This design comes from an exercise in tuning for small area on the open sky130 flow, not from production work. RTL that was checked went through simulation tests only; none was proved equivalent to the original. No activity file was given, so power comes from the tool's default toggle rates.

run A:
==> module timer_top, before the edit <==
module timer_top (
	input wire sys_clk,
	input wire sys_rst_n,
	input wire tim_pwrite,
	input wire tim_psel,
	input wire tim_penable,
	input wire [11:0] tim_paddr,
	input wire [31:0] tim_pwdata,
	input wire [3:0] tim_pstrb,
	input wire dbg_mode,
	output reg [31:0] tim_prdata,
	output wire tim_pready,
	output wire tim_pslverr,
	output wire tim_int
);
wire addr_ok = ~(|tim_paddr[11:5]) & ~(|tim_paddr[1:0]);
wire [2:0] ra = tim_paddr[4:2];
wire wr = tim_psel & tim_penable & tim_pwrite & addr_ok;
assign tim_pready = 1'b1;
assign tim_pslverr = ~addr_ok;
wire we_tcr   = wr & (ra == 3'd0);
wire we_tdr0  = wr & (ra == 3'd1);
wire we_tdr1  = wr & (ra == 3'd2);
wire we_tcmp0 = wr & (ra == 3'd3);
wire we_tcmp1 = wr & (ra == 3'd4);
wire we_tier  = wr & (ra == 3'd5);
wire we_tisr  = wr & (ra == 3'd6);
wire we_thcsr = wr & (ra == 3'd7);
reg        timer_en, div_en, int_en, int_st, halt_req;
reg  [3:0] div_val;
reg  [7:0] pcnt;
reg [63:0] cnt;
reg [63:0] ncmp;             
wire [7:0] pmask;
genvar i;
generate
	for (i = 0; i < 8; i = i + 1) begin : g_mask
		assign pmask[i] = (div_val > i);
	end
endgenerate
wire dv0 = (div_val == 4'd0);
wire phit = (pcnt == pmask);
wire cnt_en = timer_en & (~div_en | dv0 | phit);
wire prun = timer_en & div_en & ~dv0 & ~phit;
wire [8:0] pc;
assign pc[0] = 1'b1;
generate
	for (i = 0; i < 8; i = i + 1) begin : g_pinc
		assign pc[i+1] = pc[i] & pcnt[i];
	end
endgenerate
wire [7:0] pcnt_nxt = {8{prun}} & (pcnt ^ pc[7:0]);
wire [3:0] gall;             
wire [4:0] gpre;             
wire [63:0] cc;
assign gpre[0] = 1'b1;
generate
	for (i = 0; i < 4; i = i + 1) begin : g_grp
		assign gall[i] = &cnt[16*i+15:16*i];
		assign gpre[i+1] = gpre[i] & gall[i];
	end
	for (i = 0; i < 64; i = i + 1) begin : g_cinc
		if (i % 16 == 0) begin : g_first
			assign cc[i] = cnt_en & gpre[i/16];
		end else begin : g_next
			assign cc[i] = cc[i-1] & cnt[i-1];
		end
	end
endgenerate
wire [63:0] cinc = cnt ^ cc[63:0];
wire match = &(cnt ^ ncmp);
always @(posedge sys_clk or negedge sys_rst_n) begin
	if (!sys_rst_n) begin
		timer_en <= 1'b0;
		div_en   <= 1'b0;
		div_val  <= 4'd1;
		int_en   <= 1'b0;
		int_st   <= 1'b0;
		halt_req <= 1'b0;
		pcnt     <= 8'd0;
		cnt      <= 64'd0;
		ncmp     <= 64'd0;
	end else begin
		if (we_tcr) begin
			timer_en <= tim_pwdata[0];
			div_en   <= tim_pwdata[1];
			if (tim_pwdata[11:8] < 4'd9)
				div_val <= tim_pwdata[11:8];
		end
		if (we_tier)  int_en   <= tim_pwdata[0];
		if (we_thcsr) halt_req <= tim_pwdata[0];
		int_st <= int_st ? ~(we_tisr & tim_pwdata[0]) : match;
		pcnt <= pcnt_nxt;
		cnt[31:0]  <= we_tdr0 ? tim_pwdata : cinc[31:0];
		cnt[63:32] <= we_tdr1 ? tim_pwdata : cinc[63:32];
		if (we_tcmp0) ncmp[31:0]  <= ~tim_pwdata;
		if (we_tcmp1) ncmp[63:32] <= ~tim_pwdata;
	end
end
assign tim_int = int_st & int_en;
always @* begin
	case (ra)
		3'd0: tim_prdata = {20'd0, div_val, 6'd0, div_en, timer_en};
		3'd1: tim_prdata = cnt[31:0];
		3'd2: tim_prdata = cnt[63:32];
		3'd3: tim_prdata = ~ncmp[31:0];
		3'd4: tim_prdata = ~ncmp[63:32];
		3'd5: tim_prdata = {31'd0, int_en};
		3'd6: tim_prdata = {31'd0, int_st};
		default: tim_prdata = {30'd0, dbg_mode & halt_req, halt_req};
	endcase
end
endmodule
clock: 5.5 ns
lec_check: 0
cap_margin: 20
core_margin: 2
core_utilization: 70
place_density: 0.8
slew_margin: 20
standard.sh (not shown) runs the stock make flow with config.mk's settings and CLKGATE_MAP_FILE= SYNTH_SCRIPT=/design/flow/synth_recipe.tcl, a recipe that flattens the netlist after the stock synthesis.
==> flow/flow/run.sh <==
#!/bin/bash
# The standard layout (standard.sh, unchanged synthesis) with:
#  - port buffers of the smallest buffer cell instead of the default pick
#  - clock tree without dummy load cells, built from small clock buffers
#  - higher core utilisation (shorter wires)
set -o pipefail
export BUFFER_PORTS_ARGS="-buffer_cell sky130_fd_sc_hd__buf_1"
export CTS_ARGS="-sink_clustering_enable -repair_clock_nets -dont_use_dummy_load -buf_list sky130_fd_sc_hd__clkbuf_4"
bash standard.sh finish > standard.log 2>&1
Modified inputs, run B compared to run A
--- a/flow/design.v
+++ b/flow/design.v
@@ -48,22 +48,22 @@
 	for (i = 0; i < 8; i = i + 1) begin : g_pinc
 		assign pc[i+1] = pc[i] & pcnt[i];
 	end
 endgenerate
 wire [7:0] pcnt_nxt = {8{prun}} & (pcnt ^ pc[7:0]);
-wire [3:0] gall;             
-wire [4:0] gpre;             
+wire [7:0] gall;             
+wire [8:0] gpre;             
 wire [63:0] cc;
 assign gpre[0] = 1'b1;
 generate
-	for (i = 0; i < 4; i = i + 1) begin : g_grp
-		assign gall[i] = &cnt[16*i+15:16*i];
+	for (i = 0; i < 8; i = i + 1) begin : g_grp
+		assign gall[i] = &cnt[8*i+7:8*i];
 		assign gpre[i+1] = gpre[i] & gall[i];
 	end
 	for (i = 0; i < 64; i = i + 1) begin : g_cinc
-		if (i % 16 == 0) begin : g_first
-			assign cc[i] = cnt_en & gpre[i/16];
+		if (i % 8 == 0) begin : g_first
+			assign cc[i] = cnt_en & gpre[i/8];
 		end else begin : g_next
 			assign cc[i] = cc[i-1] & cnt[i-1];
 		end
 	end
 endgenerate
==> comparison <==
Run B vs. run A: power attributed to the clock group barely changed; highest cell delay on the worst timing path now sits higher; overall routing resource usage fell by 0.36 points; filler cell count shows an increase of 78; number of multi-input logic gates shows an increase of 26. Final critical path time including I/O delays and setup improves in run B relative to run A. Compared with run A, run B degrades area of the core. Taking run A as the reference point, the first-pass iteration count of the detailed router of run B rises by 4. cnt[14] as the capture point of the critical path was reported by run A, and tim_prdata[18] by run B. The xor and xnor fraction of the mapped netlist area was comparable across run B and run A. Run B against run A: fraction of standard cell area that is sequential went down 0.33 points; cell internal power dissipation about even. Relative to run A, run B degrades worst-case headroom to the max-slew limit.
No functional check of the RTL was part of run A.

-- what the ideal ports hide --
Ports are ideal in the flow. The routed layouts listed here were re-timed in OpenROAD.
Step 1 assumes that a clkbuf_16 drives the clock port and a buf_2 every other input.
Step 2 times the ports against the registers' clock, not the clock port: input delays grow and output delays shrink by t, the midpoint of the rising clock arrivals with the driver on.
Three values: no drivers, after step 1, after step 2; two values: the first two.
run	t (ns)	setup slack, ns	clock arrival spread, ns
run A	0.585	0.345 / 0.345 / 0.345	0.043 / 0.043
run B	0.567	1.186 / 1.157 / 1.157	0.028 / 0.029
After both steps every run listed still meets setup and hold. For run B, which loses most, drivers alone change the setup slack by -0.029 ns; drivers and shift together by -0.029 ns.
